This is an optimization exercise on Yosys and OpenROAD, whose aim is small area, not a production implementation.
No functional check of the RTL was part of this run.
Power figures rest on the tool's default switching activity, not on a simulated workload.

`design.v`:
```
module ultrasonic_sensor (
    input clk,
    input rst,
    input echo,
    output trigger,
    output [8:0] distance_cm,
    output distance_ready
);
    localparam [11:0] R500  = 12'd3630;
    localparam [11:0] R2899 = 12'd3674;
    localparam [11:0] R101  = 12'd29;
    localparam [8:0]  Q_TMO = 9'd431;    
    localparam [2:0] S0 = 3'd0, S1 = 3'd6, S2 = 3'd1, S3 = 3'd3, S4 = 3'd2, S0R = 3'd4;
    reg [2:0] state;
    reg echo_d, echo_dd;
    reg [11:0] r;
    reg [8:0] q;
    assign trigger = (state == S1);
    assign distance_ready = (state == S0R);
    assign distance_cm = q;
    wire rise = echo_d & ~echo_dd;
    wire fall = ~echo_d & echo_dd;
    wire wrap = (r == R2899);
    wire tmo = (q == Q_TMO) && (r == R101);
    wire p500 = (r == R500);
    wire [11:0] rstep = {r[10:0], ~(r[11] ^ r[10])};
    reg clr;
    always @(*) begin
        case (state)
            S1: clr = p500;
            S2: clr = rise;
            S3: clr = 1'b0;
            S4: clr = 1'b0;
            default: clr = 1'b1;
        endcase
    end
    wire qen = wrap & ((state == S2) | ((state == S3) & ~fall));
    always @(posedge clk) begin
        echo_d <= echo;
        echo_dd <= echo_d;
        r <= (clr | wrap) ? 12'd0 : rstep;
        q <= clr ? 9'd0 : q + qen;
    end
    always @(posedge clk or posedge rst) begin
        if (rst)
            state <= S0;
        else
            case (state)
                S0, S0R: state <= S1;
                S1: if (p500) state <= S2;
                S2: if (rise) state <= S3; else if (tmo) state <= S0;
                S3: if (fall) state <= S4; else if (tmo) state <= S0;
                S4: state <= S0R;
                default: state <= S0;
            endcase
    end
endmodule
module top_module (
    input clk,
    input rst,
    input echo1, echo2,
    output trigger1, trigger2,
    output tx
);
    wire [8:0] d1, d2;
    wire rdy1, rdy2;
    ultrasonic_sensor sensor_tono (
        .clk(clk), .rst(rst), .echo(echo1), .trigger(trigger1),
        .distance_cm(d1), .distance_ready(rdy1)
    );
    ultrasonic_sensor sensor_volumen (
        .clk(clk), .rst(rst), .echo(echo2), .trigger(trigger2),
        .distance_cm(d2), .distance_ready(rdy2)
    );
    function [5:0] kmap(input [8:0] d);
        kmap = (d < 5) ? 6'd0 : (d > 60) ? 6'd55 : d - 5;
    endfunction
    function [4:0] noff(input [5:0] k);
        case (k)
            6'd0: noff = 5'd0;
            6'd1: noff = 5'd0;
            6'd2: noff = 5'd1;
            6'd3: noff = 5'd1;
            6'd4: noff = 5'd2;
            6'd5: noff = 5'd2;
            6'd6: noff = 5'd3;
            6'd7: noff = 5'd3;
            6'd8: noff = 5'd4;
            6'd9: noff = 5'd4;
            6'd10: noff = 5'd5;
            6'd11: noff = 5'd6;
            6'd12: noff = 5'd6;
            6'd13: noff = 5'd7;
            6'd14: noff = 5'd7;
            6'd15: noff = 5'd8;
            6'd16: noff = 5'd8;
            6'd17: noff = 5'd9;
            6'd18: noff = 5'd9;
            6'd19: noff = 5'd10;
            6'd20: noff = 5'd10;
            6'd21: noff = 5'd11;
            6'd22: noff = 5'd12;
            6'd23: noff = 5'd12;
            6'd24: noff = 5'd13;
            6'd25: noff = 5'd13;
            6'd26: noff = 5'd14;
            6'd27: noff = 5'd14;
            6'd28: noff = 5'd15;
            6'd29: noff = 5'd15;
            6'd30: noff = 5'd16;
            6'd31: noff = 5'd16;
            6'd32: noff = 5'd17;
            6'd33: noff = 5'd18;
            6'd34: noff = 5'd18;
            6'd35: noff = 5'd19;
            6'd36: noff = 5'd19;
            6'd37: noff = 5'd20;
            6'd38: noff = 5'd20;
            6'd39: noff = 5'd21;
            6'd40: noff = 5'd21;
            6'd41: noff = 5'd22;
            6'd42: noff = 5'd22;
            6'd43: noff = 5'd23;
            6'd44: noff = 5'd24;
            6'd45: noff = 5'd24;
            6'd46: noff = 5'd25;
            6'd47: noff = 5'd25;
            6'd48: noff = 5'd26;
            6'd49: noff = 5'd26;
            6'd50: noff = 5'd27;
            6'd51: noff = 5'd27;
            6'd52: noff = 5'd28;
            6'd53: noff = 5'd28;
            6'd54: noff = 5'd29;
            6'd55: noff = 5'd30;
            default: noff = 5'bx;
        endcase
    endfunction
    function [6:0] vtab(input [5:0] k);
        case (k)
            6'd0: vtab = 7'd127;
            6'd1: vtab = 7'd125;
            6'd2: vtab = 7'd123;
            6'd3: vtab = 7'd121;
            6'd4: vtab = 7'd118;
            6'd5: vtab = 7'd116;
            6'd6: vtab = 7'd114;
            6'd7: vtab = 7'd111;
            6'd8: vtab = 7'd109;
            6'd9: vtab = 7'd107;
            6'd10: vtab = 7'd104;
            6'd11: vtab = 7'd102;
            6'd12: vtab = 7'd100;
            6'd13: vtab = 7'd97;
            6'd14: vtab = 7'd95;
            6'd15: vtab = 7'd93;
            6'd16: vtab = 7'd91;
            6'd17: vtab = 7'd88;
            6'd18: vtab = 7'd86;
            6'd19: vtab = 7'd84;
            6'd20: vtab = 7'd81;
            6'd21: vtab = 7'd79;
            6'd22: vtab = 7'd77;
            6'd23: vtab = 7'd74;
            6'd24: vtab = 7'd72;
            6'd25: vtab = 7'd70;
            6'd26: vtab = 7'd67;
            6'd27: vtab = 7'd65;
            6'd28: vtab = 7'd63;
            6'd29: vtab = 7'd61;
            6'd30: vtab = 7'd58;
            6'd31: vtab = 7'd56;
            6'd32: vtab = 7'd54;
            6'd33: vtab = 7'd51;
            6'd34: vtab = 7'd49;
            6'd35: vtab = 7'd47;
            6'd36: vtab = 7'd44;
            6'd37: vtab = 7'd42;
            6'd38: vtab = 7'd40;
            6'd39: vtab = 7'd37;
            6'd40: vtab = 7'd35;
            6'd41: vtab = 7'd33;
            6'd42: vtab = 7'd31;
            6'd43: vtab = 7'd28;
            6'd44: vtab = 7'd26;
            6'd45: vtab = 7'd24;
            6'd46: vtab = 7'd21;
            6'd47: vtab = 7'd19;
            6'd48: vtab = 7'd17;
            6'd49: vtab = 7'd14;
            6'd50: vtab = 7'd12;
            6'd51: vtab = 7'd10;
            6'd52: vtab = 7'd7;
            6'd53: vtab = 7'd5;
            6'd54: vtab = 7'd3;
            6'd55: vtab = 7'd0;
            default: vtab = 7'bx;
        endcase
    endfunction
    localparam [1:0] IDLE = 2'd0, SEND1 = 2'd1, SEND2 = 2'd2, SEND3 = 2'd3;
    reg [1:0] ns, vs;           
    reg [4:0] note_off;         
    reg [5:0] vol_k;            
    reg [5:0] vol_fly;          
    reg owner;                  
    reg [3:0] bi;
    reg [10:0] cnt;             
    localparam [10:0] C_T = 11'd1353;
    wire free = (bi == 4'd10);
    wire note_busy = (ns != IDLE);
    wire vol_busy = (vs != IDLE);
    wire vol_started = vs[1];
    wire note_go = free & ~vol_started;
    wire vol_go = free & (vol_started | ~note_busy);
    wire go = free & (note_busy | vol_busy);
    wire tick = (cnt == C_T);
    wire [10:0] cstep = {cnt[9:0], ~(cnt[10] ^ cnt[8])};
    always @(posedge clk) begin
        if (ns == IDLE && rdy1)
            note_off <= noff(kmap(d1));
        if (vs == IDLE && rdy2)
            vol_k <= kmap(d2);
        if (free) begin
            vol_fly <= vol_k;
            owner <= note_busy & ~vol_started;
        end
        cnt <= go ? C_T : tick ? 11'd0 : cstep;
    end
    always @(posedge clk or posedge rst) begin
        if (rst) begin
            ns <= IDLE;
            vs <= IDLE;
            bi <= 4'd10;
        end else begin
            if (ns == IDLE) begin
                if (rdy1) ns <= SEND1;
            end else if (note_go)
                ns <= ns + 2'd1;
            if (vs == IDLE) begin
                if (rdy2) vs <= SEND1;
            end else if (vol_go)
                vs <= vs + 2'd1;
            if (free) begin
                if (go) bi <= 4'd15;
            end else if (tick)
                bi <= bi + 4'd1;
        end
    end
    wire [7:0] note_byte = 8'd80 - {3'd0, note_off};
    wire [7:0] vol_byte = {1'b0, vtab(vol_fly)};
    reg [7:0] cur;
    always @(*) begin
        if (owner)
            cur = (ns == SEND2) ? 8'h90 : (ns == SEND3) ? note_byte : 8'd100;
        else
            cur = (vs == SEND2) ? 8'hB0 : (vs == SEND3) ? 8'h07 : vol_byte;
    end
    reg txr;
    always @(*) begin
        case (bi)
            4'd1: txr = 1'b0;
            4'd2: txr = cur[0];
            4'd3: txr = cur[1];
            4'd4: txr = cur[2];
            4'd5: txr = cur[3];
            4'd6: txr = cur[4];
            4'd7: txr = cur[5];
            4'd8: txr = cur[6];
            4'd9: txr = cur[7];
            default: txr = 1'b1;
        endcase
    end
    assign tx = txr;
endmodule
```
`run.sh`:
```
#!/bin/bash
# synth_recipe.tcl (not shown) runs the flow's synth.tcl, then flattens the netlist and writes it again
# the make line also repeats each setting of config.mk as NAME=value (left out here)
make -C /OpenROAD-flow-scripts/flow DESIGN_CONFIG=/design/flow/config.mk WORK_HOME=/design/flow/orfs CLKGATE_MAP_FILE= SYNTH_SCRIPT=/design/flow/synth_recipe.tcl finish
```
`config.mk`:
```
export PLATFORM = sky130hd
export DESIGN_NAME = top_module
export DESIGN_NICKNAME = top_module
export VERILOG_FILES = /design/flow/design.v
export SDC_FILE = /design/flow/constraint.sdc
export NUM_CORES = 4
export LEC_CHECK = 0
export ABC_AREA = 1
export CAP_MARGIN = 20
export CORE_MARGIN = 2
export CORE_UTILIZATION = 40
export SLEW_MARGIN = 20
```
`constraint.sdc`:
```
create_clock -name core_clock -period 30.0 [get_ports {clk}]
set_input_delay 6.0000 -clock core_clock [delete_from_list [all_inputs] [get_ports {clk}]]
set_output_delay 6.0000 -clock core_clock [all_outputs]
set_load 0.01 [all_outputs]
```
==> run notes <==
-- cells by family after synthesis --
family	Yosys count	share of synthesized area
buf+inv	150	0.105
flops	96	0.373
xor+xnor	11	0.0165
compound gates	85	0.0907
simple gates	421	0.321
fa+ha+maj	44	0.0944
-- worst min-delay path by stage --
stage | start | to | slack (ps) | cells after the start
floorplan | sensor_volumen.echo_d | sensor_volumen.echo_dd | 330 | 0
CTS | sensor_volumen.echo_d | sensor_volumen.echo_dd | 370 | 0
detailed placement | sensor_volumen.echo_d | sensor_volumen.echo_dd | 360 | 0
global placement | sensor_tono.echo_d | sensor_tono.echo_dd | 360 | 0
global route | sensor_volumen.echo_d | sensor_volumen.echo_dd | 380 | 0
finish | sensor_tono.echo_d | sensor_tono.echo_dd | 370 | 0
-- through the flow --
step	power (uW)	worst slack, ps	hold slack [ps]	area, sq um
final	246	21650	372	6330
after global routing	254	21510	385	6330
after CTS	250	21640	373	6330
after detailed placement	135	22030	363	6030
after global placement	135	22030	362	6030
after floorplan	135	22650	331	5830
-- synth_stat cells (all sizes together) --
cell / count / share of area
nand2: 204 / 0.14
inv: 137 / 0.088
nor2: 95 / 0.066
nand3: 73 / 0.063
dfxtp: 64 / 0.22
o21ai: 48 / 0.047
ha: 44 / 0.094
a21oi: 21 / 0.022
edfxtp: 18 / 0.093
nand4: 17 / 0.018
nor3: 13 / 0.011
dfrtp: 12 / 0.051
buf: 10 / 0.015
nor4: 8 / 0.0086
xor2: 8 / 0.012
o211ai: 6 / 0.0094
or2: 6 / 0.0069
a31oi: 4 / 0.0043
nor3b: 4 / 0.0051
clkbuf: 3 / 0.0019
o31ai: 3 / 0.0039
xnor2: 3 / 0.0045
dfstp: 2 / 0.0090
nand3b: 1 / 0.0013
o2111ai: 1 / 0.0015
o21a: 1 / 0.0013
o32ai: 1 / 0.0015
-- cell type report --
type,instances,area (sq um),area share
well taps,184,230,0.0364
flip-flops and latches,96,2170,0.344
clock buffers,12,268,0.0423
repair buffers,6,60.1,0.00949
multi-input cells,561,3050,0.482
inverters,137,514,0.0813
clock inverters,4,32.5,0.00514
-- where the power goes --
part | internal [uW] | switching (uW) | total (uW)
registers | 131 | 0.136 | 131
logic | 0.418 | 0.586 | 1.01
clock network | 64.4 | 49.1 | 113
-- critical path: cells and delay by family, from the launching register on --
kind          cells  cell delay [ps]
buf+inv           3              750
flops             1              430
fa+ha+maj         1              280
simple gates      4              550
-- sequential cells by signal, summed over array words and instances (netlist names), 2 cells and up --
signal                                            flops
bi                                                    4
vtab$func$/design/flow/design.v:250$5473.$result      7
vol_k                                                 6
sensor_tono.state                                     3
note_off                                              5
sensor_volumen.q                                      9
sensor_volumen.r                                     12
sensor_tono.r                                        12
sensor_tono.q                                         9
vol_fly                                               6
cnt                                                  11
vs                                                    2
sensor_volumen.state                                  3
ns                                                    2
-- metal layers --
layer	global-route usage	routed length [microns]	part of all wire	vias up
li1	-	-	-	2588
met1	0.198	5650	0.53	2068
met2	0.224	4590	0.43	51
met3	0.0198	253	0.024	15
met4	0.0582	204	0.019	0
met5	0	0	0	-
==> flow_metrics.tcl <==
set metrics [dict create \
    status "complete, no violations" \
    port_buffers 6 \
    io_pins 7 \
    worstHoldPathType "flip-flop to flip-flop" \
    diodes 0 \
    slowest_delay_ps 530 \
    clock_latency_ps 340 \
    timing_hold_violations_final 0 \
    totalWireLength_mm 10.7 \
    fin_crit_ps 8350 \
    cts_root_buf "clkbuf_16" \
    finalCritPeriodShare 0.278 \
    maxCapViolations 0 \
    reg2reg_slack_ps 27450 \
    worstSetupPathType "flip-flop to output port" \
    cts_tree "built" \
    overflow 0 \
    routed-via-count 4722 \
    drcViolationCount 0 \
    skew_ps 5.40 \
    grt_max_degree 21 \
    seq_area_frac_synth 0.373 \
    synthesis.nets 855 \
    die_y_microns 125 \
    crit_slowest_cell "clkdlybuf4s50_1" \
    drive_above_1_share 0.0735 \
    cts-resized-gates 0 \
    yosys_warnings 2 \
    first_global_vias 4331 \
    die_w_microns 125 \
    vias_per_cell 4.72 \
    layout_commonest_cell "nand2_1" \
    end_kind "output port" \
    ir_worst_vdd_mv 0.0336 \
    reg2reg_from "sensor_tono.q[1]" \
    grt_setup_unrepaired "false" \
    clock-sinks 96 \
    crit_top_cell "nand3_1" \
    fillers 1483 \
    dp_cells 984 \
    layout_common_cells "nand2_1, inv_1, nor2_1, nand3_1, dfxtp_1" \
    power.density_nw_per_um2 38.9 \
    cts.reportedPaths.clkPinSlew_ps 70 \
    worst_pin_slew_ps 602 \
    synth_cell_types 43 \
    setup_viol 0 \
    syn_inst 807 \
    endpoint "tx" \
    path_cells "inv_1 > ha_1 > inv_2 > nor2_1 > nor4_1 > nand3_1 > nand3_1 > clkdlybuf4s50_1" \
    syn_area_sq_um 5830 \
    gp_congestion 0.902 \
    dieArea_sq_um 15600 \
    first_pass_iters 5 \
    cts.path.max_buffers 2 \
    crit_path_start "bi[0]" \
    slew_headroom 0.599 \
    core_sq_um 14400 \
    row_count 44 \
    drtIter0Drc 256 \
    critPathMaxFanout 6 \
    reg2reg_depth 16 \
    cp.required_ps 24000 \
    cp.arrival_ps 2350 \
    wl_per_cell_microns 10.7 \
    start_util 0.406 \
    power_leakage_uw 0.00320 \
    synth_area_per_cell_sq_um 7.23 \
    final_util 0.440 \
    cts_hold_buffers 0 \
    tns_ps 0 \
    final_nets 859 \
    r2r-end "note_off[0]" \
    grt_usage 0.143 \
    worstSetupStartpointType "flip-flop" \
    dpl.hpwl_mm 8.16 \
    drv_slew 0 \
    fmax_mhz 120 \
    antenna_found_initial 0 \
    grt_pass1_wl_mm 18.9 \
    syn_to_final_growth_pct 8.47 \
    stdcell_count 1000 \
    drtAntennaViolNets 0 \
    synth-seq-cells 96 \
    cts_max_level 3 \
    numCtsBuffers 9 \
    cts_setup_buffers 0 \
]

re-timing with driven ports:
The results above use ideal ports. As a check the final layout listed here was re-extracted and re-timed, cells and wires unchanged. Step 1 sets driving cells, clkbuf_16 on the clock port and buf_2 on the other inputs (assumed; they add their load-dependent delay and slew). Step 2 also shifts input and output timing later by t, the mid clock arrival at the registers, as if the neighbouring blocks saw the same clock. Slacks: ideal / step 1 / step 2; pairs: ideal / step 1.
shift t [ns]: 0.376
setup WS [ns]: 21.654 / 21.615 / 21.991
worst setup path at the end: register to output
cell pins on the clock port's net: 1
After both steps setup and hold are still met in this run. For this run, drivers alone change the setup slack by -0.039 ns; drivers and shift together by +0.337 ns.
